From an optimization exercise on the open Yosys and OpenROAD flow, aimed at small area; shortcuts taken in it are not production practice. At most, simulation tests tie the RTL to the original design; equivalence was not proved. No functional check of the RTL was part of run 1. The clock port is modelled as an ideal driver; clocking choices that lean on that would not hold on a real chip. Power and IR drop assume default switching activity.

==> flow/design.v <==
module mfe_led7seg_74hc595_controller (
    clk,
    rst,
    dat,
    sclk,
    rclk,
    dio
    );
input           clk;
input           rst;
input  [63 : 0] dat;      
output          sclk;
output          rclk;
output          dio;
reg  [7 : 0] div;         
reg  [5 : 0] slot;        
reg          first;       
reg  [2 : 0] dig;         
wire [7 : 0] seg_reg;     
wire [7 : 0] div_d;
wire [5 : 0] slot_d;
wire         first_d;
wire [2 : 0] dig_d;
always @(posedge clk) begin
    div   <= div_d;
    slot  <= slot_d;
    first <= first_d;
    dig   <= dig_d;
end
genvar i;
wire o7, o3, h7, h3, div0, div1, o6, n5, z, x75, x43, x, xz;
mfe_led7seg_74hc595_g_or4   u_o7   (.a(div[7]), .b(div[6]), .c(div[5]), .d(div[4]), .y(o7));
mfe_led7seg_74hc595_g_or4   u_o3   (.a(div[3]), .b(div[2]), .c(div[1]), .d(div[0]), .y(o3));
mfe_led7seg_74hc595_g_nor2  u_div0 (.a(o7), .b(o3), .y(div0));
mfe_led7seg_74hc595_g_nand4 u_h7   (.a(div[7]), .b(div[6]), .c(div[5]), .d(div[4]), .y(h7));
mfe_led7seg_74hc595_g_nand4 u_h3   (.a(div[3]), .b(div[2]), .c(div[1]), .d(div[0]), .y(h3));
mfe_led7seg_74hc595_g_nor2  u_div1 (.a(h7), .b(h3), .y(div1));
mfe_led7seg_74hc595_g_or4   u_o6   (.a(div[6]), .b(div[4]), .c(div[2]), .d(div[0]), .y(o6));
mfe_led7seg_74hc595_g_nand3 u_n5   (.a(div[5]), .b(div[3]), .c(div[1]), .y(n5));
mfe_led7seg_74hc595_g_nor2  u_z    (.a(o6), .b(n5), .y(z));
mfe_led7seg_74hc595_g_xor2  u_x75  (.a(div[7]), .b(div[5]), .y(x75));
mfe_led7seg_74hc595_g_xor2  u_x43  (.a(div[4]), .b(div[3]), .y(x43));
mfe_led7seg_74hc595_g_xor2  u_x    (.a(x75), .b(x43), .y(x));
mfe_led7seg_74hc595_g_xor2  u_xz   (.a(x), .b(z), .y(xz));
mfe_led7seg_74hc595_g_nor2  u_d0   (.a(rst), .b(xz), .y(div_d[0]));
generate
    for (i = 1; i < 8; i = i + 1) begin : div_g
        mfe_led7seg_74hc595_g_nor2 u_d (.a(rst), .b(div[i - 1]), .y(div_d[i]));
    end
endgenerate
wire [5 : 0] tgl;
wire         a;
assign tgl[0] = div1;
mfe_led7seg_74hc595_g_and2  u_a  (.a(div1), .b(slot[0]), .y(a));
mfe_led7seg_74hc595_g_and3n u_t1 (.a(slot[5]), .b(div1), .c(slot[0]), .y(tgl[1]));
mfe_led7seg_74hc595_g_and2  u_t2 (.a(a), .b(slot[1]), .y(tgl[2]));
mfe_led7seg_74hc595_g_and2  u_t3 (.a(tgl[2]), .b(slot[2]), .y(tgl[3]));
mfe_led7seg_74hc595_g_and2  u_t4 (.a(tgl[3]), .b(slot[3]), .y(tgl[4]));
mfe_led7seg_74hc595_g_a22o  u_t5 (.a1(tgl[4]), .a2(slot[4]), .b1(a), .b2(slot[5]), .y(tgl[5]));
generate
    for (i = 0; i < 6; i = i + 1) begin : slot_g
        mfe_led7seg_74hc595_g_tbit u_s (.rst(rst), .q(slot[i]), .t(tgl[i]), .y(slot_d[i]));
    end
endgenerate
wire inc, i1, i2, end0, end0n, hd, cap, capn, c0, c0n, c1, c1n, g00n;
wire [7 : 0] sel;
mfe_led7seg_74hc595_g_and3n u_inc (.a(slot[0]), .b(div1), .c(slot[5]), .y(inc));
mfe_led7seg_74hc595_g_and2  u_i1  (.a(inc), .b(dig[0]), .y(i1));
mfe_led7seg_74hc595_g_and2  u_i2  (.a(i1), .b(dig[1]), .y(i2));
mfe_led7seg_74hc595_g_tbit  u_g0  (.rst(rst), .q(dig[0]), .t(inc), .y(dig_d[0]));
mfe_led7seg_74hc595_g_tbit  u_g1  (.rst(rst), .q(dig[1]), .t(i1), .y(dig_d[1]));
mfe_led7seg_74hc595_g_tbit  u_g2  (.rst(rst), .q(dig[2]), .t(i2), .y(dig_d[2]));
mfe_led7seg_74hc595_g_and3  u_end  (.a(div0), .b(slot[5]), .c(slot[0]), .y(end0));
mfe_led7seg_74hc595_g_nand3 u_endn (.a(div0), .b(slot[5]), .c(slot[0]), .y(end0n));
mfe_led7seg_74hc595_g_a21o  u_f    (.a1(first), .a2(end0n), .b1(rst), .y(first_d));
mfe_led7seg_74hc595_g_nor2  u_hd   (.a(rst), .b(end0), .y(hd));
mfe_led7seg_74hc595_g_nor2  u_cap  (.a(rst), .b(end0n), .y(cap));
mfe_led7seg_74hc595_g_or2   u_capn (.a(rst), .b(end0n), .y(capn));
mfe_led7seg_74hc595_g_nor2  u_c0   (.a(dig[2]), .b(capn), .y(c0));
mfe_led7seg_74hc595_g_or2   u_c0n  (.a(dig[2]), .b(capn), .y(c0n));
mfe_led7seg_74hc595_g_and2  u_c1   (.a(dig[2]), .b(cap), .y(c1));
mfe_led7seg_74hc595_g_nand2 u_c1n  (.a(dig[2]), .b(cap), .y(c1n));
mfe_led7seg_74hc595_g_or2   u_g00n (.a(dig[1]), .b(dig[0]), .y(g00n));
mfe_led7seg_74hc595_g_nor2  u_s0   (.a(g00n), .b(c0n), .y(sel[0]));
mfe_led7seg_74hc595_g_and3n u_s1   (.a(dig[1]), .b(c0), .c(dig[0]), .y(sel[1]));
mfe_led7seg_74hc595_g_and3n u_s2   (.a(dig[0]), .b(c0), .c(dig[1]), .y(sel[2]));
mfe_led7seg_74hc595_g_and3  u_s3   (.a(c0), .b(dig[1]), .c(dig[0]), .y(sel[3]));
mfe_led7seg_74hc595_g_nor2  u_s4   (.a(g00n), .b(c1n), .y(sel[4]));
mfe_led7seg_74hc595_g_and3n u_s5   (.a(dig[1]), .b(c1), .c(dig[0]), .y(sel[5]));
mfe_led7seg_74hc595_g_and3n u_s6   (.a(dig[0]), .b(c1), .c(dig[1]), .y(sel[6]));
mfe_led7seg_74hc595_g_and3  u_s7   (.a(c1), .b(dig[1]), .c(dig[0]), .y(sel[7]));
mfe_led7seg_74hc595_snap snap (
    .clk  (clk),
    .sel  (sel),
    .hd   (hd),
    .dat  (dat),
    .q    (seg_reg)
    );
wire nz, w, n01, m_hi, m_lo, e0, e1, e2, pbit, m, s5n;
mfe_led7seg_74hc595_g_o21a  u_rclk (.a1(div1), .a2(slot[0]), .b1(slot[5]), .y(rclk));
mfe_led7seg_74hc595_g_or4   u_nz   (.a(slot[4]), .b(slot[3]), .c(slot[2]), .d(slot[1]), .y(nz));
mfe_led7seg_74hc595_g_or3n  u_w    (.a(slot[5]), .b(nz), .c(first), .y(w));
mfe_led7seg_74hc595_g_nor2  u_n01  (.a(div1), .b(slot[0]), .y(n01));
mfe_led7seg_74hc595_g_a21o  u_sclk (.a1(n01), .a2(w), .b1(tgl[1]), .y(sclk));
mfe_led7seg_74hc595_g_mux4  u_mhi  (.a0(seg_reg[7]), .a1(seg_reg[6]), .a2(seg_reg[5]), .a3(seg_reg[4]),
                                    .s0(slot[1]), .s1(slot[2]), .y(m_hi));
mfe_led7seg_74hc595_g_mux4  u_mlo  (.a0(seg_reg[3]), .a1(seg_reg[2]), .a2(seg_reg[1]), .a3(seg_reg[0]),
                                    .s0(slot[1]), .s1(slot[2]), .y(m_lo));
mfe_led7seg_74hc595_g_xor2  u_e0   (.a(dig[0]), .b(slot[1]), .y(e0));
mfe_led7seg_74hc595_g_xor2  u_e1   (.a(dig[1]), .b(slot[2]), .y(e1));
mfe_led7seg_74hc595_g_xor2  u_e2   (.a(dig[2]), .b(slot[3]), .y(e2));
mfe_led7seg_74hc595_g_and4n u_pbit (.a(first), .b(e0), .c(e1), .d(e2), .y(pbit));
mfe_led7seg_74hc595_g_mux4  u_m    (.a0(m_hi), .a1(m_lo), .a2(pbit), .a3(pbit),
                                    .s0(slot[3]), .s1(slot[4]), .y(m));
mfe_led7seg_74hc595_g_inv   u_s5n  (.a(slot[5]), .y(s5n));
mfe_led7seg_74hc595_g_and2  u_dio  (.a(m), .b(s5n), .y(dio));
endmodule
module mfe_led7seg_74hc595_g_inv (a, y);
input a; output y;
assign y = ~a;
endmodule
module mfe_led7seg_74hc595_g_nor2 (a, b, y);
input a, b; output y;
assign y = ~(a | b);
endmodule
module mfe_led7seg_74hc595_g_nand2 (a, b, y);
input a, b; output y;
assign y = ~(a & b);
endmodule
module mfe_led7seg_74hc595_g_nand3 (a, b, c, y);
input a, b, c; output y;
assign y = ~(a & b & c);
endmodule
module mfe_led7seg_74hc595_g_nand4 (a, b, c, d, y);
input a, b, c, d; output y;
assign y = ~(a & b & c & d);
endmodule
module mfe_led7seg_74hc595_g_and2 (a, b, y);
input a, b; output y;
assign y = a & b;
endmodule
module mfe_led7seg_74hc595_g_and3 (a, b, c, y);
input a, b, c; output y;
assign y = a & b & c;
endmodule
module mfe_led7seg_74hc595_g_and3n (a, b, c, y);
input a, b, c; output y;
assign y = ~a & b & c;
endmodule
module mfe_led7seg_74hc595_g_and4n (a, b, c, d, y);
input a, b, c, d; output y;
assign y = ~a & b & c & d;
endmodule
module mfe_led7seg_74hc595_g_or2 (a, b, y);
input a, b; output y;
assign y = a | b;
endmodule
module mfe_led7seg_74hc595_g_or4 (a, b, c, d, y);
input a, b, c, d; output y;
assign y = a | b | c | d;
endmodule
module mfe_led7seg_74hc595_g_or3n (a, b, c, y);
input a, b, c; output y;
assign y = a | b | ~c;
endmodule
module mfe_led7seg_74hc595_g_xor2 (a, b, y);
input a, b; output y;
assign y = a ^ b;
endmodule
module mfe_led7seg_74hc595_g_xnor2 (a, b, y);
input a, b; output y;
assign y = ~(a ^ b);
endmodule
module mfe_led7seg_74hc595_g_a21o (a1, a2, b1, y);
input a1, a2, b1; output y;
assign y = (a1 & a2) | b1;
endmodule
module mfe_led7seg_74hc595_g_o21a (a1, a2, b1, y);
input a1, a2, b1; output y;
assign y = (a1 | a2) & b1;
endmodule
module mfe_led7seg_74hc595_g_a22o (a1, a2, b1, b2, y);
input a1, a2, b1, b2; output y;
assign y = (a1 & a2) | (b1 & b2);
endmodule
module mfe_led7seg_74hc595_g_mux4 (a0, a1, a2, a3, s0, s1, y);
input a0, a1, a2, a3, s0, s1; output y;
assign y = s1 ? (s0 ? a3 : a2) : (s0 ? a1 : a0);
endmodule
module mfe_led7seg_74hc595_g_tbit (rst, q, t, y);
input rst, q, t; output y;
wire xn;
mfe_led7seg_74hc595_g_xnor2 u_xn (.a(q), .b(t), .y(xn));
mfe_led7seg_74hc595_g_nor2  u_y  (.a(rst), .b(xn), .y(y));
endmodule
module mfe_led7seg_74hc595_controller_wrapper (
    clk,
    rst,
    dat,
    vld,
    sclk,
    rclk,
    dio
    );
input           clk;
input           rst;
input  [63 : 0] dat;
input           vld;
output          sclk;
output          rclk;
output          dio;
wire [63 : 0] dat_reg;
wire          vld_n;
mfe_led7seg_74hc595_g_inv u_vld_n (.a(vld), .y(vld_n));
genvar i;
generate
    for (i = 0; i < 4; i = i + 1) begin : quarter_g
        wire ld;
        wire hd;
        mfe_led7seg_74hc595_g_nor2 u_ld (.a(rst), .b(vld_n), .y(ld));
        mfe_led7seg_74hc595_g_nor2 u_hd (.a(rst), .b(vld), .y(hd));
        mfe_led7seg_74hc595_store #(.W(16)) store (
            .clk  (clk),
            .ld   (ld),
            .hd   (hd),
            .d    (dat[16 * i +: 16]),
            .q    (dat_reg[16 * i +: 16])
            );
    end
endgenerate
mfe_led7seg_74hc595_controller led7seg_74hc595_ctrl (
    .clk  (clk),
    .rst  (rst),
    .dat  (dat_reg),
    .sclk (sclk),
    .rclk (rclk),
    .dio  (dio)
    );
endmodule
module mfe_led7seg_74hc595_store #(
    parameter W = 16
    ) (
    clk,
    ld,
    hd,
    d,
    q
    );
input             clk;
input             ld;
input             hd;
input  [W - 1 : 0] d;
output [W - 1 : 0] q;
reg    [W - 1 : 0] q;
wire   [W - 1 : 0] nxt;
genvar i;
generate
    for (i = 0; i < W; i = i + 1) begin : bit_g
        mfe_led7seg_74hc595_g_a22o u_n (.a1(ld), .a2(d[i]), .b1(hd), .b2(q[i]), .y(nxt[i]));
    end
endgenerate
always @(posedge clk) begin
    q <= nxt;
end
endmodule
module mfe_led7seg_74hc595_snap (
    clk,
    sel,
    hd,
    dat,
    q
    );
input             clk;
input  [7 : 0]    sel;
input             hd;
input  [63 : 0]   dat;
output [7 : 0]    q;
reg    [7 : 0]    q;
wire   [7 : 0]    t0;
wire   [7 : 0]    t1;
wire   [7 : 0]    t2;
wire   [7 : 0]    nxt;
genvar i;
generate
    for (i = 0; i < 8; i = i + 1) begin : bit_g
        mfe_led7seg_74hc595_aoi222 g0 (
            .a1 (sel[0]), .a2 (dat[i]),
            .b1 (sel[1]), .b2 (dat[8 + i]),
            .c1 (sel[2]), .c2 (dat[16 + i]),
            .y  (t0[i])
            );
        mfe_led7seg_74hc595_aoi222 g1 (
            .a1 (sel[3]), .a2 (dat[24 + i]),
            .b1 (sel[4]), .b2 (dat[32 + i]),
            .c1 (sel[5]), .c2 (dat[40 + i]),
            .y  (t1[i])
            );
        mfe_led7seg_74hc595_aoi222 g2 (
            .a1 (sel[6]), .a2 (dat[48 + i]),
            .b1 (sel[7]), .b2 (dat[56 + i]),
            .c1 (hd),     .c2 (q[i]),
            .y  (t2[i])
            );
        assign nxt[i] = ~(t0[i] & t1[i] & t2[i]);
    end
endgenerate
always @(posedge clk) begin
    q <= nxt;
end
endmodule
module mfe_led7seg_74hc595_aoi222 (
    a1,
    a2,
    b1,
    b2,
    c1,
    c2,
    y
    );
input  a1;
input  a2;
input  b1;
input  b2;
input  c1;
input  c2;
output y;
assign y = ~((a1 & a2) | (b1 & b2) | (c1 & c2));
endmodule
==> flow/flow/run.sh <==
#!/bin/bash
# Standard ORFS layout with three changes:
#  - the port buffers are made from the smallest buffer cell;
#  - the clock tree is built by flow/cts_tree.tcl before CTS runs (one root
#    buffer on the clock port driving five leaf buffers, each driving the
#    registers nearest to it), and CTS leaves it alone;
#  - no dummy loads on the clock tree.
set -euo pipefail
export BUFFER_PORTS_ARGS="-buffer_cell sky130_fd_sc_hd__buf_1"
export PRE_CTS_TCL="$PWD/flow/cts_tree.tcl"
export CTS_ARGS="-sink_clustering_enable -repair_clock_nets -dont_use_dummy_load -buf_list sky130_fd_sc_hd__clkbuf_8"
bash standard.sh > standard.log 2>&1
==> flow/flow/cts_tree.tcl <==
# Clock tree made by hand, run before clock_tree_synthesis (PRE_CTS_TCL).
# The registers are split into groups by position (k-means on their
# locations, with a cap on group size); each group is driven by a leaf clock
# buffer placed at its centre, and the leaves are driven by one root buffer
# on the clock port. TritonCTS is then told to leave these nets alone.
proc mfe_clock_tree { nleaf leaf_cell root_cell } {
  set block [ord::get_db_block]
  set db [ord::get_db]
  set clk_net [$block findNet clk]
  set sinks {}
  foreach it [$clk_net getITerms] {
    set inst [$it getInst]
    if { [[$inst getMaster] isSequential] } {
      set box [$inst getBBox]
      set x [expr {([$box xMin] + [$box xMax]) / 2}]
      set y [expr {([$box yMin] + [$box yMax]) / 2}]
      lappend sinks [list $x $y $it]
    }
  }
  set n [llength $sinks]
  # initial centres: spread along a snake over the bounding box
  set sorted [lsort -integer -index 0 $sinks]
  set cx {}
  set cy {}
  for {set g 0} {$g < $nleaf} {incr g} {
    set s [lindex $sorted [expr {int(($g + 0.5) * $n / $nleaf)}]]
    lappend cx [lindex $s 0]
    lappend cy [lindex $s 1]
  }
  set cap [expr {int(ceil(double($n) / $nleaf)) + 1}]
  for {set iter 0} {$iter < 40} {incr iter} {
    set pairs {}
    set i 0
    foreach s $sinks {
      for {set g 0} {$g < $nleaf} {incr g} {
        set dx [expr {[lindex $s 0] - [lindex $cx $g]}]
        set dy [expr {[lindex $s 1] - [lindex $cy $g]}]
        lappend pairs [list [expr {$dx * $dx + $dy * $dy}] $i $g]
      }
      incr i
    }
    set pairs [lsort -integer -index 0 $pairs]
    set assign [lrepeat $n -1]
    set count [lrepeat $nleaf 0]
    foreach p $pairs {
      lassign $p d i g
      if { [lindex $assign $i] >= 0 || [lindex $count $g] >= $cap } { continue }
      lset assign $i $g
      lset count $g [expr {[lindex $count $g] + 1}]
    }
    set sx [lrepeat $nleaf 0]
    set sy [lrepeat $nleaf 0]
    set i 0
    foreach s $sinks {
      set g [lindex $assign $i]
      lset sx $g [expr {[lindex $sx $g] + [lindex $s 0]}]
      lset sy $g [expr {[lindex $sy $g] + [lindex $s 1]}]
      incr i
    }
    for {set g 0} {$g < $nleaf} {incr g} {
      set c [lindex $count $g]
      if { $c > 0 } {
        lset cx $g [expr {[lindex $sx $g] / $c}]
        lset cy $g [expr {[lindex $sy $g] / $c}]
      }
    }
  }
  # root buffer on the clock port, at the centre of the leaves
  set root_net [odb::dbNet_create $block "clknet_mfe_root"]
  $root_net setSigType CLOCK
  set root [odb::dbInst_create $block [$db findMaster $root_cell] "clkbuf_mfe_root"]
  [$root findITerm A] connect $clk_net
  [$root findITerm X] connect $root_net
  set rx 0
  set ry 0
  set nets [list clk clknet_mfe_root]
  for {set g 0} {$g < $nleaf} {incr g} {
    set net [odb::dbNet_create $block "clknet_mfe_$g"]
    $net setSigType CLOCK
    lappend nets "clknet_mfe_$g"
    set buf [odb::dbInst_create $block [$db findMaster $leaf_cell] "clkbuf_mfe_$g"]
    [$buf findITerm A] connect $root_net
    [$buf findITerm X] connect $net
    set i 0
    foreach s $sinks {
      if { [lindex $assign $i] == $g } {
        set it [lindex $s 2]
        $it disconnect
        $it connect $net
      }
      incr i
    }
    $buf setLocation [lindex $cx $g] [lindex $cy $g]
    $buf setPlacementStatus PLACED
    incr rx [lindex $cx $g]
    incr ry [lindex $cy $g]
    puts "clkbuf_mfe_$g drives [lindex $count $g] registers"
  }
  $root setLocation [expr {$rx / $nleaf}] [expr {$ry / $nleaf}]
  $root setPlacementStatus PLACED
  set_cts_config -skip_nets $nets
}

# Five leaf buffers of about 18 registers each, under one small root buffer
mfe_clock_tree 5 sky130_fd_sc_hd__clkbuf_8 sky130_fd_sc_hd__clkbuf_2
set_propagated_clock [all_clocks]
==> flow/standard.sh <==
#!/bin/bash
# synth_recipe.tcl (not shown) runs the flow's synth.tcl, then flattens the netlist and writes it again
# the make line also repeats each setting of config.mk as NAME=value (left out here)
make -C /OpenROAD-flow-scripts/flow DESIGN_CONFIG=/design/flow/config.mk WORK_HOME=/design/flow/orfs CLKGATE_MAP_FILE= SYNTH_SCRIPT=/design/flow/synth_recipe.tcl "${@:-finish}"
==> flow/config.mk <==
export PLATFORM = sky130hd
export DESIGN_NAME = mfe_led7seg_74hc595_controller_wrapper
export DESIGN_NICKNAME = mfe_led7seg_74hc595_controller_wrapper
export VERILOG_FILES = /design/flow/design.v
export SDC_FILE = /design/flow/constraint.sdc
export NUM_CORES = 4
export LEC_CHECK = 0
export CAP_MARGIN = 20
export CORE_MARGIN = 2
export CORE_UTILIZATION = 40
export SLEW_MARGIN = 20
export SYNTH_HIERARCHICAL = 1
==> flow/constraint.sdc <==
create_clock -name core_clock -period 5.0 [get_ports {clk}]
set_input_delay 1.0000 -clock core_clock [delete_from_list [all_inputs] [get_ports {clk}]]
set_output_delay 1.0000 -clock core_clock [all_outputs]
set_load 0.01 [all_outputs]
==> flow_metrics.py, run 1 <==
metrics = {
    "route": {
        "via_per_inst": 5.67,
        "wl_per_cell_um": 17.8,
        "drc": 0,
        "vias": 2574,
        "wl_mm": 8.08,
        "drt_iter0_drc": 206,
        "drtPass1Iterations": 4,
        "drtAntennaViolNets": 0,
    },
    "worst_setup_path": {
        "crit_top_cell": "mux4_2",
        "cp.required_ns": 4.00,
        "cpMaxStageDelayCell": "mux4_2",
        "cp-end-kind": "output pin",
        "worst-path-buf-inv": 1,
        "slowest_delay_ns": 0.55,
        "worstPathCellList": "mux4_2, mux4_2, and2_1, buf_1",
        "regToRegSetupSlack_ns": 2.41,
        "crit_family": "multiplexers",
        "r2r_end": "led7seg_74hc595_ctrl.snap.q[2]",
        "crit_arrival_ns": 2.27,
        "r2r_start": "led7seg_74hc595_ctrl.div[3]",
        "path_max_fanout": 6,
        "start_kind": "flop",
        "rr_worst_depth": 8,
        "crit_type": "flop to output pin",
    },
    "logic_synthesis": {
        "synth_top_area_share_pct": 55.7,
        "yosysWarnings": 9,
        "syn_nets": 343,
        "synth_cell_types": 20,
        "synth-adder-area-share_pct": 0,
        "ys_ff_latch": 90,
        "yosys.area.top_type": "dfxtp_1",
        "synth-simple-area-share_pct": 11.8,
        "synthFlopType": "dfxtp_1",
        "synth_compound_area_share_pct": 25.7,
        "async_flop_share_pct": 0,
        "ys_seq_area_share_pct": 55.7,
        "syn_area_um2": 3230,
        "synthCells": 276,
        "yosys.area_share.xor_xnor_pct": 4.34,
        "avgSynthCellArea_um2": 11.7,
        "synth_mux_area_share_pct": 2.09,
        "synth_edf_count": 0,
        "synth_top_family_by_area": "compound AO/OA/AOI/OAI gates",
        "yosys-top-cells-area": "dfxtp_1, a22o_1, a222oi_1",
    },
    "placed_design": {
        "place_congestion": 0.799,
        "place_area_um2": 3630,
        "pre_cts_slack_ns": 2.24,
        "dp.final_hpwl_mm": 5.62,
        "io_buffers": 69,
    },
    "finish": {
        "antenna_cells": 0,
        "drive_gt1_share_pct": 5.11,
        "nets": 421,
        "final_area_um2": 3720,
        "final_cell_mix": "dfxtp_1, buf_1, a22o_1, nor2_1, a222oi_1",
        "syn2layout_area_growth_pct": 15.1,
        "layout_commonest_cell": "dfxtp_1",
        "final_util_pct": 47.9,
    },
    "pwr": {
        "power_density_nw_per_um2": 314,
        "power_mw": 1.17,
        "leakagePower_nw": 1.42,
        "peakVddDrop_v": 0.000158,
    },
    "floorplanning": {
        "rows": 32,
        "die_h_um": 93.9,
        "chipWidth_um": 93.9,
        "io_pins": 70,
        "start_util_pct": 41.6,
        "core_area_um2": 7770,
        "dieArea_um2": 8810,
    },
    "min_path": {
        "holdPathStages": 1,
        "hold_path_class": "flop to flop",
        "hold_start": "led7seg_74hc595_ctrl.div[2]",
        "hold_end": "led7seg_74hc595_ctrl.div[3]",
    },
    "timing": {
        "slew_headroom_pct": 48.4,
        "hold_viol": 0,
        "setup_tns_ns": 0,
        "period_share_pct": 65.3,
        "final_max_slew_viol_count": 0,
        "worstMarginPinSlew_ns": 0.773,
        "skew_ns": 0.00474,
        "fin_crit_ns": 3.27,
        "grt_setup_unrepaired": "no",
        "max_freq_ghz": 0.306,
        "setup_violations": 0,
        "setup_slack_ns": 1.73,
    },
    "clocking": {
        "cts_hold_buf": 0,
        "clkTransAtPathRegs_ns": 0.11,
        "cts_setup_buffers": 0,
        "ctsResizeCount": 0,
        "clock_latency_ns": 0.48,
    },
    "global_routing": {
        "grt_pass1_wl_mm": 13.0,
        "antenna_found_initial": 0,
        "overflow": 0,
        "grt_max_degree": 30,
        "grt_usage_pct": 18.0,
        "grt_pass1_vias": 2438,
    },
    "outcome": {
        "outcome": "complete, no violations",
    },
    "flow_run": {
        "drv_cap": 0,
    },
}
[how the worst max path moves through the flow]
| stage | startpoint | endpoint | slack, ns | cells after the start |
|---|---|---|---|---|
| floorplan | led7seg_74hc595_ctrl.slot[1] | dio | 2.43 | 3 |
| global route | led7seg_74hc595_ctrl.slot[1] | dio | 1.61 | 4 |
| detailed placement | led7seg_74hc595_ctrl.slot[1] | dio | 2.24 | 4 |
| finish | led7seg_74hc595_ctrl.slot[1] | dio | 1.73 | 4 |
| global placement | led7seg_74hc595_ctrl.slot[1] | dio | 2.29 | 4 |
| CTS | led7seg_74hc595_ctrl.slot[1] | dio | 1.68 | 4 |
[Yosys stat by module (local to each module, per instance), a selection]
| module | copies in the design | flops+latches | area, um2 |
|---|---|---|---|
| mfe_led7seg_74hc595_g_or2 | 3 | 0 | 6.26 |
| mfe_led7seg_74hc595_g_nand3 | 2 | 0 | 5.00 |
| mfe_led7seg_74hc595_g_inv | 2 | 0 | 3.75 |
| mfe_led7seg_74hc595_g_mux4 | 3 | 0 | 22.5 |
| mfe_led7seg_74hc595_controller | 1 | 18 | 360 |
| mfe_led7seg_74hc595_g_or4 | 4 | 0 | 7.51 |
| mfe_led7seg_74hc595_g_o21a | 1 | 0 | 7.51 |
| mfe_led7seg_74hc595_g_xor2 | 7 | 0 | 8.76 |
| mfe_led7seg_74hc595_g_and3 | 3 | 0 | 6.26 |
| mfe_led7seg_74hc595_g_a22o | 65 | 0 | 8.76 |
| mfe_led7seg_74hc595_g_nand4 | 2 | 0 | 6.26 |
[cells by family after synthesis]
group           count (synthesis)
buf+inv                         2
compound gates                 92
xor+xnor                       16
mux                             3
simple gates                   73
flops                          90
[power breakdown]
part	switching, mW	total (mW)	internal (mW)
Combinational	0.0433	0.0857	0.0424
Clock	0.209	0.304	0.0946
Sequential	0.0248	0.778	0.754
Total	0.277	1.17	0.891
[Yosys cell counts, types with 3 or more instances]
cell type / count
and3_1: 3
and2_1: 8
dfxtp_1: 90
xor2_1: 7
and3b_1: 6
or2_1: 3
nor2_1: 34
a22o_1: 65
xnor2_1: 9
a222oi_1: 24
nand3_1: 10
mux4_2: 3
or4_1: 4
[state kept, by name, indices dropped and copies added, names as in the netlist]
signal	cells
led7seg_74hc595_ctrl.slot	6
led7seg_74hc595_ctrl.div	8
quarter_g.store.q	64
led7seg_74hc595_ctrl.first	1
led7seg_74hc595_ctrl.snap.q	8
led7seg_74hc595_ctrl.dig	3
[stage by stage]
step,hold WS (ns),std cells
2_1_floorplan,0.414,276
3_5_place_dp,0.442,448
5_1_grt,0.492,454
3_3_place_gp,0.431,448
4_1_cts,0.467,454
6_report,0.467,454
[final cells by class]
type | instances | area, um2
Buffer | 6 | 73.8
Fill cell | 781 | 4050
Inverter | 2 | 7.51
Multi-Input combinational cell | 184 | 1440
Sequential cell | 90 | 1800
Tap cell | 102 | 128
Timing Repair Buffer | 70 | 267
[per-layer routing]
layer  wire length [um]  GRT usage, %  vias up
met5                  0             0        -
met4                115          2.29        0
met3                441          2.57        8
met2               3760          28.9       68
met1               3760          26.5     1239
li1                   -             -     1259
==> run 2: changes to the inputs <==
--- a/flow/design.v
+++ b/flow/design.v
@@ -62,7 +62,7 @@
         mfe_led7seg_74hc595_g_tbit u_s (.rst(rst), .q(slot[i]), .t(tgl[i]), .y(slot_d[i]));
     end
 endgenerate
-wire inc, i1, i2, end0, end0n, hd, cap, capn, c0, c0n, c1, c1n, g00n;
+wire inc, i1, i2, end0, end0n, lo, sh, hs, hd, cap, capn, c0, c0n, c1, c1n, g00n;
 wire [7 : 0] sel;
 mfe_led7seg_74hc595_g_and3n u_inc (.a(slot[0]), .b(div1), .c(slot[5]), .y(inc));
 mfe_led7seg_74hc595_g_and2  u_i1  (.a(inc), .b(dig[0]), .y(i1));
@@ -73,7 +73,10 @@
 mfe_led7seg_74hc595_g_and3  u_end  (.a(div0), .b(slot[5]), .c(slot[0]), .y(end0));
 mfe_led7seg_74hc595_g_nand3 u_endn (.a(div0), .b(slot[5]), .c(slot[0]), .y(end0n));
 mfe_led7seg_74hc595_g_a21o  u_f    (.a1(first), .a2(end0n), .b1(rst), .y(first_d));
-mfe_led7seg_74hc595_g_nor2  u_hd   (.a(rst), .b(end0), .y(hd));
+mfe_led7seg_74hc595_g_nor2  u_lo   (.a(slot[4]), .b(slot[5]), .y(lo));
+mfe_led7seg_74hc595_g_and3n u_sh   (.a(rst), .b(a), .c(lo), .y(sh));
+mfe_led7seg_74hc595_g_or2   u_hs   (.a(end0), .b(sh), .y(hs));
+mfe_led7seg_74hc595_g_nor2  u_hd   (.a(rst), .b(hs), .y(hd));
 mfe_led7seg_74hc595_g_nor2  u_cap  (.a(rst), .b(end0n), .y(cap));
 mfe_led7seg_74hc595_g_or2   u_capn (.a(rst), .b(end0n), .y(capn));
 mfe_led7seg_74hc595_g_nor2  u_c0   (.a(dig[2]), .b(capn), .y(c0));
@@ -92,28 +95,22 @@
 mfe_led7seg_74hc595_snap snap (
     .clk  (clk),
     .sel  (sel),
+    .sh   (sh),
     .hd   (hd),
     .dat  (dat),
     .q    (seg_reg)
     );
-wire nz, w, n01, m_hi, m_lo, e0, e1, e2, pbit, m, s5n;
+wire nz, w, n01, e0, e1, e2, pbit;
 mfe_led7seg_74hc595_g_o21a  u_rclk (.a1(div1), .a2(slot[0]), .b1(slot[5]), .y(rclk));
 mfe_led7seg_74hc595_g_or4   u_nz   (.a(slot[4]), .b(slot[3]), .c(slot[2]), .d(slot[1]), .y(nz));
 mfe_led7seg_74hc595_g_or3n  u_w    (.a(slot[5]), .b(nz), .c(first), .y(w));
 mfe_led7seg_74hc595_g_nor2  u_n01  (.a(div1), .b(slot[0]), .y(n01));
 mfe_led7seg_74hc595_g_a21o  u_sclk (.a1(n01), .a2(w), .b1(tgl[1]), .y(sclk));
-mfe_led7seg_74hc595_g_mux4  u_mhi  (.a0(seg_reg[7]), .a1(seg_reg[6]), .a2(seg_reg[5]), .a3(seg_reg[4]),
-                                    .s0(slot[1]), .s1(slot[2]), .y(m_hi));
-mfe_led7seg_74hc595_g_mux4  u_mlo  (.a0(seg_reg[3]), .a1(seg_reg[2]), .a2(seg_reg[1]), .a3(seg_reg[0]),
-                                    .s0(slot[1]), .s1(slot[2]), .y(m_lo));
 mfe_led7seg_74hc595_g_xor2  u_e0   (.a(dig[0]), .b(slot[1]), .y(e0));
 mfe_led7seg_74hc595_g_xor2  u_e1   (.a(dig[1]), .b(slot[2]), .y(e1));
 mfe_led7seg_74hc595_g_xor2  u_e2   (.a(dig[2]), .b(slot[3]), .y(e2));
 mfe_led7seg_74hc595_g_and4n u_pbit (.a(first), .b(e0), .c(e1), .d(e2), .y(pbit));
-mfe_led7seg_74hc595_g_mux4  u_m    (.a0(m_hi), .a1(m_lo), .a2(pbit), .a3(pbit),
-                                    .s0(slot[3]), .s1(slot[4]), .y(m));
-mfe_led7seg_74hc595_g_inv   u_s5n  (.a(slot[5]), .y(s5n));
-mfe_led7seg_74hc595_g_and2  u_dio  (.a(m), .b(s5n), .y(dio));
+mfe_led7seg_74hc595_g_a22o  u_dio  (.a1(slot[4]), .a2(pbit), .b1(lo), .b2(seg_reg[7]), .y(dio));
 endmodule
 module mfe_led7seg_74hc595_g_inv (a, y);
 input a; output y;
@@ -211,23 +208,18 @@
 output          dio;
 wire [63 : 0] dat_reg;
 wire          vld_n;
-mfe_led7seg_74hc595_g_inv u_vld_n (.a(vld), .y(vld_n));
-genvar i;
-generate
-    for (i = 0; i < 4; i = i + 1) begin : quarter_g
-        wire ld;
-        wire hd;
-        mfe_led7seg_74hc595_g_nor2 u_ld (.a(rst), .b(vld_n), .y(ld));
-        mfe_led7seg_74hc595_g_nor2 u_hd (.a(rst), .b(vld), .y(hd));
-        mfe_led7seg_74hc595_store #(.W(16)) store (
-            .clk  (clk),
-            .ld   (ld),
-            .hd   (hd),
-            .d    (dat[16 * i +: 16]),
-            .q    (dat_reg[16 * i +: 16])
-            );
-    end
-endgenerate
+wire          ld;
+wire          hd;
+mfe_led7seg_74hc595_g_inv  u_vld_n (.a(vld), .y(vld_n));
+mfe_led7seg_74hc595_g_nor2 u_ld    (.a(rst), .b(vld_n), .y(ld));
+mfe_led7seg_74hc595_g_nor2 u_hd    (.a(rst), .b(vld), .y(hd));
+mfe_led7seg_74hc595_store #(.W(64)) store (
+    .clk  (clk),
+    .ld   (ld),
+    .hd   (hd),
+    .d    (dat),
+    .q    (dat_reg)
+    );
 mfe_led7seg_74hc595_controller led7seg_74hc595_ctrl (
     .clk  (clk),
     .rst  (rst),
@@ -238,7 +230,7 @@
     );
 endmodule
 module mfe_led7seg_74hc595_store #(
-    parameter W = 16
+    parameter W = 64
     ) (
     clk,
     ld,
@@ -266,12 +258,14 @@
 module mfe_led7seg_74hc595_snap (
     clk,
     sel,
+    sh,
     hd,
     dat,
     q
     );
 input             clk;
 input  [7 : 0]    sel;
+input             sh;
 input             hd;
 input  [63 : 0]   dat;
 output [7 : 0]    q;
@@ -279,6 +273,7 @@
 wire   [7 : 0]    t0;
 wire   [7 : 0]    t1;
 wire   [7 : 0]    t2;
+wire   [7 : 0]    t3;
 wire   [7 : 0]    nxt;
 genvar i;
 generate
@@ -295,13 +290,26 @@
             .c1 (sel[5]), .c2 (dat[40 + i]),
             .y  (t1[i])
             );
-        mfe_led7seg_74hc595_aoi222 g2 (
-            .a1 (sel[6]), .a2 (dat[48 + i]),
-            .b1 (sel[7]), .b2 (dat[56 + i]),
-            .c1 (hd),     .c2 (q[i]),
-            .y  (t2[i])
-            );
-        assign nxt[i] = ~(t0[i] & t1[i] & t2[i]);
+        if (i == 0) begin : lsb_g
+            mfe_led7seg_74hc595_aoi222 g2 (
+                .a1 (sel[6]), .a2 (dat[48 + i]),
+                .b1 (sel[7]), .b2 (dat[56 + i]),
+                .c1 (hd),     .c2 (q[i]),
+                .y  (t2[i])
+                );
+            assign t3[i] = 1'b1;
+            mfe_led7seg_74hc595_g_nand3 g4 (.a(t0[i]), .b(t1[i]), .c(t2[i]), .y(nxt[i]));
+        end
+        else begin : up_g
+            mfe_led7seg_74hc595_aoi222 g2 (
+                .a1 (sel[6]), .a2 (dat[48 + i]),
+                .b1 (sel[7]), .b2 (dat[56 + i]),
+                .c1 (sh),     .c2 (q[i - 1]),
+                .y  (t2[i])
+                );
+            mfe_led7seg_74hc595_g_nand2 g3 (.a(hd), .b(q[i]), .y(t3[i]));
+            mfe_led7seg_74hc595_g_nand4 g4 (.a(t0[i]), .b(t1[i]), .c(t2[i]), .d(t3[i]), .y(nxt[i]));
+        end
     end
 endgenerate
 always @(posedge clk) begin
--- a/flow/config.mk
+++ b/flow/config.mk
@@ -5,8 +5,8 @@
 export SDC_FILE = /design/flow/constraint.sdc
 export NUM_CORES = 4
 export LEC_CHECK = 0
-export CAP_MARGIN = 20
+export CAP_MARGIN = 5
 export CORE_MARGIN = 2
 export CORE_UTILIZATION = 40
-export SLEW_MARGIN = 20
+export SLEW_MARGIN = 5
 export SYNTH_HIERARCHICAL = 1
==> flow_metrics.py, run 2 <==
metrics = {
    "finish": {
        "nets": 423,
        "regArea_um2": 1800,
        "nFillCells": 755,
        "drive_gt1_share_pct": 3.11,
        "layout_commonest_cell": "dfxtp_1",
        "finalNonFillerCells": 456,
        "biggestRegsByFlops": "store.q (64), led7seg_74hc595_ctrl.div (8), led7seg_74hc595_ctrl.snap.q (8)",
        "regMostFlops": "store.q",
        "syn2layout_area_growth_pct": 15.6,
        "largest_register_ffs": 64,
        "multi_input_area_um2": 1400,
        "antenna_cells": 0,
        "final_cell_mix": "dfxtp_1, buf_1, a22o_1, nor2_1, a222oi_1",
    },
    "worst_setup_path": {
        "start_kind": "flop",
        "regToRegSetupSlack_ns": 2.50,
        "cp.required_ns": 4.00,
        "crit_family": "simple AND/OR/NAND/NOR gates",
        "crit_type": "flop to output pin",
        "slowest_delay_ns": 0.53,
        "crit_arrival_ns": 2.06,
        "cpMaxStageDelayCell": "or4_1",
        "path_max_fanout": 4,
        "worstPathCellList": "or4_1, or3b_1, a21o_1, buf_1",
        "r2r_end": "led7seg_74hc595_ctrl.snap.q[2]",
        "r2r_start": "led7seg_74hc595_ctrl.div[3]",
        "rr_worst_depth": 8,
        "worst-path-buf-inv": 1,
        "cp-end-kind": "output pin",
    },
    "placed_design": {
        "io_buffers": 69,
        "dp_cells": 450,
        "pre_cts_slack_ns": 2.28,
        "dp.final_hpwl_mm": 5.33,
        "place_congestion": 0.761,
    },
    "clocking": {
        "cts_hold_buf": 0,
        "clkTransAtPathRegs_ns": 0.12,
        "cts_setup_buffers": 0,
        "clock_latency_ns": 0.49,
        "ctsResizeCount": 0,
    },
    "global_routing": {
        "grt_max_degree": 42,
        "grt_usage_pct": 17.2,
        "grt_pass1_vias": 2408,
        "antenna_found_initial": 0,
        "grt_pass1_wl_mm": 12.4,
        "overflow": 0,
    },
    "timing": {
        "max_freq_ghz": 0.326,
        "skew_ns": 0.0180,
        "setup_tns_ns": 0,
        "setup_slack_ns": 1.94,
        "slew_headroom_pct": 39.6,
        "grt_setup_unrepaired": "no",
        "fin_crit_ns": 3.06,
        "period_share_pct": 61.3,
        "worstMarginPinSlew_ns": 0.905,
        "setup_violations": 0,
        "final_max_slew_viol_count": 0,
        "hold_viol": 0,
    },
    "route": {
        "drtPass1Iterations": 5,
        "wl_per_cell_um": 16.7,
        "via_per_inst": 5.61,
        "drc": 0,
        "drtAntennaViolNets": 0,
        "wl_mm": 7.60,
        "vias": 2557,
        "drt_iter0_drc": 177,
    },
    "floorplanning": {
        "chipWidth_um": 93.4,
        "dieArea_um2": 8720,
        "die_h_um": 93.4,
        "start_util_pct": 41.3,
        "rows": 32,
        "io_pins": 70,
        "core_area_um2": 7730,
    },
    "logic_synthesis": {
        "yosys.area.top_type": "dfxtp_1",
        "synth_top_area_share_pct": 56.4,
        "async_flop_share_pct": 0,
        "ys_seq_area_share_pct": 56.4,
        "synthFlopType": "dfxtp_1",
        "synthCells": 276,
        "avgSynthCellArea_um2": 11.6,
        "syn_nets": 343,
        "yosysWarnings": 9,
        "synth_cell_types": 19,
        "syn_area_um2": 3190,
        "ys_top_cells_by_count": "dfxtp_1, a22o_1, nor2_1, a222oi_1",
        "yosys-top-cells-area": "dfxtp_1, a22o_1, a222oi_1",
        "synth.most_common_cell": "dfxtp_1",
        "ys_ff_latch": 90,
        "synth_edf_count": 0,
    },
    "min_path": {
        "hold_end": "led7seg_74hc595_ctrl.div[2]",
        "hold_path_class": "flop to flop",
        "holdPathStages": 1,
        "hold_start": "led7seg_74hc595_ctrl.div[1]",
    },
    "pwr": {
        "power_density_nw_per_um2": 316,
        "peakVddDrop_v": 0.000142,
        "leakagePower_nw": 1.42,
    },
    "flow_run": {
        "drv_cap": 0,
    },
    "outcome": {
        "outcome": "complete, no violations",
    },
}
==> run 2: changes by cell type after synthesis <==
cell / delta
a22o_1: +1
nand2_1: +7
nand3_1: -7
and3b_1: +1
nand4_1: +7
or2_1: +1
nor2_1: -5
inv_1: -1
mux4_2: -3
and2_1: -1
==> run 2: cells by family after synthesis <==
family,share of synthesized area (%)
buffers and inverters,0.117
and+or+nand+nor,12.8
DFF,56.4
xor gates and xnor gates,4.39
AOI/OAI and AO/OA,26.3
==> run 2: final cells by class <==
type / instances / share of cell area, %
Tap cell: 102 / 3.46
Multi-Input combinational cell: 185 / 38.0
Timing Repair Buffer: 72 / 7.62
Sequential cell: 90 / 48.8
Buffer: 6 / 2.00
Inverter: 1 / 0.102
==> run 2: worst max path at each step <==
stage / startpoint / end / slack, ns / cells past startpoint
finish: led7seg_74hc595_ctrl.slot[3] / sclk / 1.94 / 4
global route: led7seg_74hc595_ctrl.slot[3] / sclk / 1.86 / 4
CTS: led7seg_74hc595_ctrl.slot[3] / sclk / 1.91 / 4
detailed placement: rst / led7seg_74hc595_ctrl.snap.q[0] / 2.28 / 7
global placement: rst / led7seg_74hc595_ctrl.snap.q[0] / 2.28 / 7
floorplan: vld / store.q[0] / 1.56 / 3
==> run 2: per-stage QoR <==
stage	hold WS, ns	instance area, um2	utilization [%]	power, mW
4_1_cts	0.478	3690	47.8	1.18
3_5_place_dp	0.442	3620	46.8	0.879
2_1_floorplan	0.414	3190	-	0.835
5_1_grt	0.501	3690	47.8	1.22
3_3_place_gp	0.436	3620	46.8	0.876
6_report	0.471	3690	47.8	1.17
==> run 2: worst reg2reg max path, stage by stage (launching register included) <==
cell      delay [ns]
dfxtp_1         0.38
or4_1           0.52
nor2_1          0.15
nand3_1         0.15
or2_1           0.27
or2_1           0.22
nor2_1          0.40
a222oi_1        0.22
nand4_1         0.12
==> run 2: per-module statistics from Yosys (local to each module, per instance), excerpt <==
| module | area [um2] | times used | flops+latches | cells |
|---|---|---|---|---|
| mfe_led7seg_74hc595_g_nand3 | 5.00 | 3 | 0 | 1 |
| mfe_led7seg_74hc595_g_xor2 | 8.76 | 7 | 0 | 1 |
| mfe_led7seg_74hc595_g_nand2 | 3.75 | 8 | 0 | 1 |
| mfe_led7seg_74hc595_g_a22o | 8.76 | 66 | 0 | 1 |
| mfe_led7seg_74hc595_g_or3n | 8.76 | 1 | 0 | 1 |
| mfe_led7seg_74hc595_g_and4n | 10.0 | 1 | 0 | 1 |
| mfe_led7seg_74hc595_g_nand4 | 6.26 | 9 | 0 | 1 |
| mfe_led7seg_74hc595_g_or2 | 6.26 | 4 | 0 | 1 |
==> run 2: per-layer routing <==
layer | share of wire, % | global-route usage (%) | vias up
li1 | - | - | 1270
met1 | 51 | 27.6 | 1201
met2 | 41 | 25.4 | 78
met3 | 6.3 | 1.93 | 8
met4 | 1.3 | 1.84 | 0
met5 | 0 | 0 | -
==> run 2: report_power, final <==
group | total, mW | switching (mW) | internal (mW) | leakage, nW
registers | 0.779 | 0.0249 | 0.754 | 0.740
clock network | 0.305 | 0.211 | 0.0946 | 0.0401
logic | 0.0838 | 0.0410 | 0.0428 | 0.637
==> run 3: changes to the inputs <==
--- a/flow/config.mk
+++ b/flow/config.mk
@@ -5,8 +5,8 @@
 export SDC_FILE = /design/flow/constraint.sdc
 export NUM_CORES = 4
 export LEC_CHECK = 0
-export CAP_MARGIN = 5
+export CAP_MARGIN = 20
 export CORE_MARGIN = 2
 export CORE_UTILIZATION = 40
-export SLEW_MARGIN = 5
+export SLEW_MARGIN = 20
 export SYNTH_HIERARCHICAL = 1
==> flow_metrics.py, run 3 <==
metrics = {
    "outcome": {
        "outcome": "complete, no violations",
    },
    "logic_synthesis": {
        "ys_seq_area_share_pct": 56.4,
        "synthCells": 276,
        "yosysWarnings": 9,
        "synth_cell_types": 19,
        "ys_ff_latch": 90,
        "syn_nets": 343,
        "syn_area_um2": 3190,
        "yosys.area.top_type": "dfxtp_1",
        "synthFlopType": "dfxtp_1",
        "async_flop_share_pct": 0,
        "avgSynthCellArea_um2": 11.6,
        "yosys-top-cells-area": "dfxtp_1, a22o_1, a222oi_1",
        "synth_top_area_share_pct": 56.4,
        "synth_edf_count": 0,
        "ys_top_cells_by_count": "dfxtp_1, a22o_1, nor2_1, a222oi_1",
        "synth.most_common_cell": "dfxtp_1",
    },
    "route": {
        "via_per_inst": 5.61,
        "drtAntennaViolNets": 0,
        "drt_iter0_drc": 177,
        "wl_mm": 7.60,
        "vias": 2557,
        "wl_per_cell_um": 16.7,
        "drtPass1Iterations": 5,
        "drc": 0,
    },
    "finish": {
        "drive_gt1_share_pct": 3.11,
        "finalNonFillerCells": 456,
        "largest_register_ffs": 64,
        "final_cell_mix": "dfxtp_1, buf_1, a22o_1, nor2_1, a222oi_1",
        "final_area_um2": 3690,
        "biggestRegsByFlops": "store.q (64), led7seg_74hc595_ctrl.div (8), led7seg_74hc595_ctrl.snap.q (8)",
        "regMostFlops": "store.q",
        "syn2layout_area_growth_pct": 15.6,
        "nets": 423,
        "antenna_cells": 0,
        "layout_commonest_cell": "dfxtp_1",
    },
    "timing": {
        "slew_headroom_pct": 39.6,
        "skew_ns": 0.0180,
        "max_freq_ghz": 0.326,
        "hold_viol": 0,
        "grt_setup_unrepaired": "no",
        "final_max_slew_viol_count": 0,
        "worstMarginPinSlew_ns": 0.905,
        "period_share_pct": 61.3,
        "setup_tns_ns": 0,
        "fin_crit_ns": 3.06,
        "setup_violations": 0,
    },
    "worst_setup_path": {
        "worstPathCellList": "or4_1, or3b_1, a21o_1, buf_1",
        "crit_type": "flop to output pin",
        "path_max_fanout": 4,
        "slowest_delay_ns": 0.53,
        "crit_arrival_ns": 2.06,
        "start_kind": "flop",
        "cp-end-kind": "output pin",
        "cp.required_ns": 4.00,
        "cpMaxStageDelayCell": "or4_1",
    },
    "pwr": {
        "peakVddDrop_v": 0.000142,
        "power_density_nw_per_um2": 316,
        "leakagePower_nw": 1.42,
    },
    "floorplanning": {
        "chipWidth_um": 93.4,
        "core_area_um2": 7730,
        "rows": 32,
        "die_h_um": 93.4,
        "start_util_pct": 41.3,
        "io_pins": 70,
        "dieArea_um2": 8720,
    },
    "clocking": {
        "cts_setup_buffers": 0,
        "clock_latency_ns": 0.49,
        "cts_hold_buf": 0,
        "ctsResizeCount": 0,
        "clkTransAtPathRegs_ns": 0.12,
    },
    "flow_run": {
        "drv_cap": 0,
    },
    "global_routing": {
        "antenna_found_initial": 0,
        "grt_pass1_wl_mm": 12.4,
        "grt_pass1_vias": 2408,
        "grt_usage_pct": 17.2,
        "grt_max_degree": 42,
        "overflow": 0,
    },
    "placed_design": {
        "place_congestion": 0.761,
        "dp_cells": 450,
        "dp.final_hpwl_mm": 5.33,
        "place_area_um2": 3620,
        "io_buffers": 69,
    },
    "min_path": {
        "hold_path_class": "flop to flop",
    },
}
==> run 3: cell counts in the layout (fill, tap and decap cells not counted) <==
Identical to the previous run, type by type.
==> run 3: critical path: cells and delay by family (launching register included) <==
family | cells | cell delay [ns]
flops | 1 | 0.37
compound gates | 1 | 0.16
buf+inv | 1 | 0.12
simple gates | 2 | 0.92
==> run 3: layer usage <==
layer / up-vias / track usage (%) / part of all wire (%)
li1: 1270 / - / -
met2: 78 / 25.4 / 41
met4: 0 / 1.84 / 1.3
met5: - / 0 / 0
met1: 1201 / 27.6 / 51
met3: 8 / 1.93 / 6.3
==> run 3: cell type report <==
| class | instances | area [um2] |
|---|---|---|
| inverters | 1 | 3.75 |
| plain buffers | 6 | 73.8 |
| fillers | 755 | 4040 |
| repair buffers | 72 | 282 |
| multi-input cells | 185 | 1400 |
| flip-flops and latches | 90 | 1800 |
| well taps | 102 | 128 |
==> run 3: through the flow <==
stage | hold slack [ns] | util, % | power (mW) | setup WS (ns)
5_1_grt | 0.501 | 47.8 | 1.22 | 1.86
3_5_place_dp | 0.442 | 46.8 | 0.879 | 2.28
3_3_place_gp | 0.436 | 46.8 | 0.876 | 2.28
6_report | 0.471 | 47.8 | 1.17 | 1.94
4_1_cts | 0.478 | 47.8 | 1.18 | 1.91
2_1_floorplan | 0.414 | - | 0.835 | 1.56
==> run 3: logic make-up after synthesis <==
family          count (synthesis)  share of synthesized area, %
compound gates                 93                          26.3
xor+xnor                       16                          4.39
simple gates                   76                          12.8
buf+inv                         1                         0.117
flops                          90                          56.4
==> run 3: final timing paths <==
check	start	endpoint	slack [ns]	depth (start not counted)
setup reg to reg	led7seg_74hc595_ctrl.div[3]	led7seg_74hc595_ctrl.snap.q[2]	2.50	8
hold / removal	led7seg_74hc595_ctrl.div[1]	led7seg_74hc595_ctrl.div[2]	0.47	1
setup / recovery	led7seg_74hc595_ctrl.slot[3]	sclk	1.94	4
hold reg to reg	led7seg_74hc595_ctrl.div[1]	led7seg_74hc595_ctrl.div[2]	0.47	1
==> run 3: per-module statistics from Yosys (local to each module, per instance), excerpt <==
| module | area, um2 | times used | flip-flops and latches | cells |
|---|---|---|---|---|
| mfe_led7seg_74hc595_g_nor2 | 3.75 | 29 | 0 | 1 |
| mfe_led7seg_74hc595_g_nand2 | 3.75 | 8 | 0 | 1 |
| mfe_led7seg_74hc595_g_nand3 | 5.00 | 3 | 0 | 1 |
| mfe_led7seg_74hc595_g_or4 | 7.51 | 4 | 0 | 1 |
| mfe_led7seg_74hc595_g_inv | 3.75 | 1 | 0 | 1 |
| mfe_led7seg_74hc595_snap | 160 | 1 | 8 | 8 |
| mfe_led7seg_74hc595_g_o21a | 7.51 | 1 | 0 | 1 |
| mfe_led7seg_74hc595_g_or3n | 8.76 | 1 | 0 | 1 |
| mfe_led7seg_74hc595_g_and3 | 6.26 | 3 | 0 | 1 |
| mfe_led7seg_74hc595_aoi222 | 10.0 | 24 | 0 | 1 |
| mfe_led7seg_74hc595_g_xor2 | 8.76 | 7 | 0 | 1 |
| mfe_led7seg_74hc595_g_xnor2 | 8.76 | 9 | 0 | 1 |
| mfe_led7seg_74hc595_g_nand4 | 6.26 | 9 | 0 | 1 |
| mfe_led7seg_74hc595_g_a22o | 8.76 | 66 | 0 | 1 |
| mfe_led7seg_74hc595_g_and3n | 8.76 | 7 | 0 | 1 |
| mfe_led7seg_74hc595_g_and2 | 6.26 | 7 | 0 | 1 |
==> run 3: power by group <==
group	total (mW)	leakage [nW]	internal, mW	switching, mW
clock	0.305	0.0401	0.0946	0.211
sequential	0.779	0.740	0.754	0.0249
combinational	0.0838	0.637	0.0428	0.0410
total	1.17	1.42	0.891	0.277

==> static timing again, ports no longer ideal <==
The flow's constraints put no driver on any port. The routed layouts listed below were extracted and timed again, unchanged, in two steps. Step 1 (the two cells are an assumption about what drives the block):
set clk [get_ports {clk}]
set_driving_cell -lib_cell sky130_fd_sc_hd__clkbuf_16 $clk
set_driving_cell -lib_cell sky130_fd_sc_hd__buf_2 [delete_from_list [all_inputs] $clk]
Step 2 times the ports against the registers' clock, not the clock port: input delays grow and output delays shrink by t, the midpoint of the rising clock arrivals with the driver on. Slacks: ideal / step 1 / step 2; pairs: ideal / step 1.
run | shift t [ns] | setup WS [ns] | slew at the worst register clock pin (ns)
run 1 | 0.508 | 1.734 / 1.705 / 2.212 | 0.11 / 0.11
run 2 | 0.511 | 1.935 / 1.906 / 2.290 | 0.12 / 0.12
run 3 | 0.511 | 1.935 / 1.906 / 2.290 | 0.12 / 0.12
After both steps setup and hold are still met in every run listed.
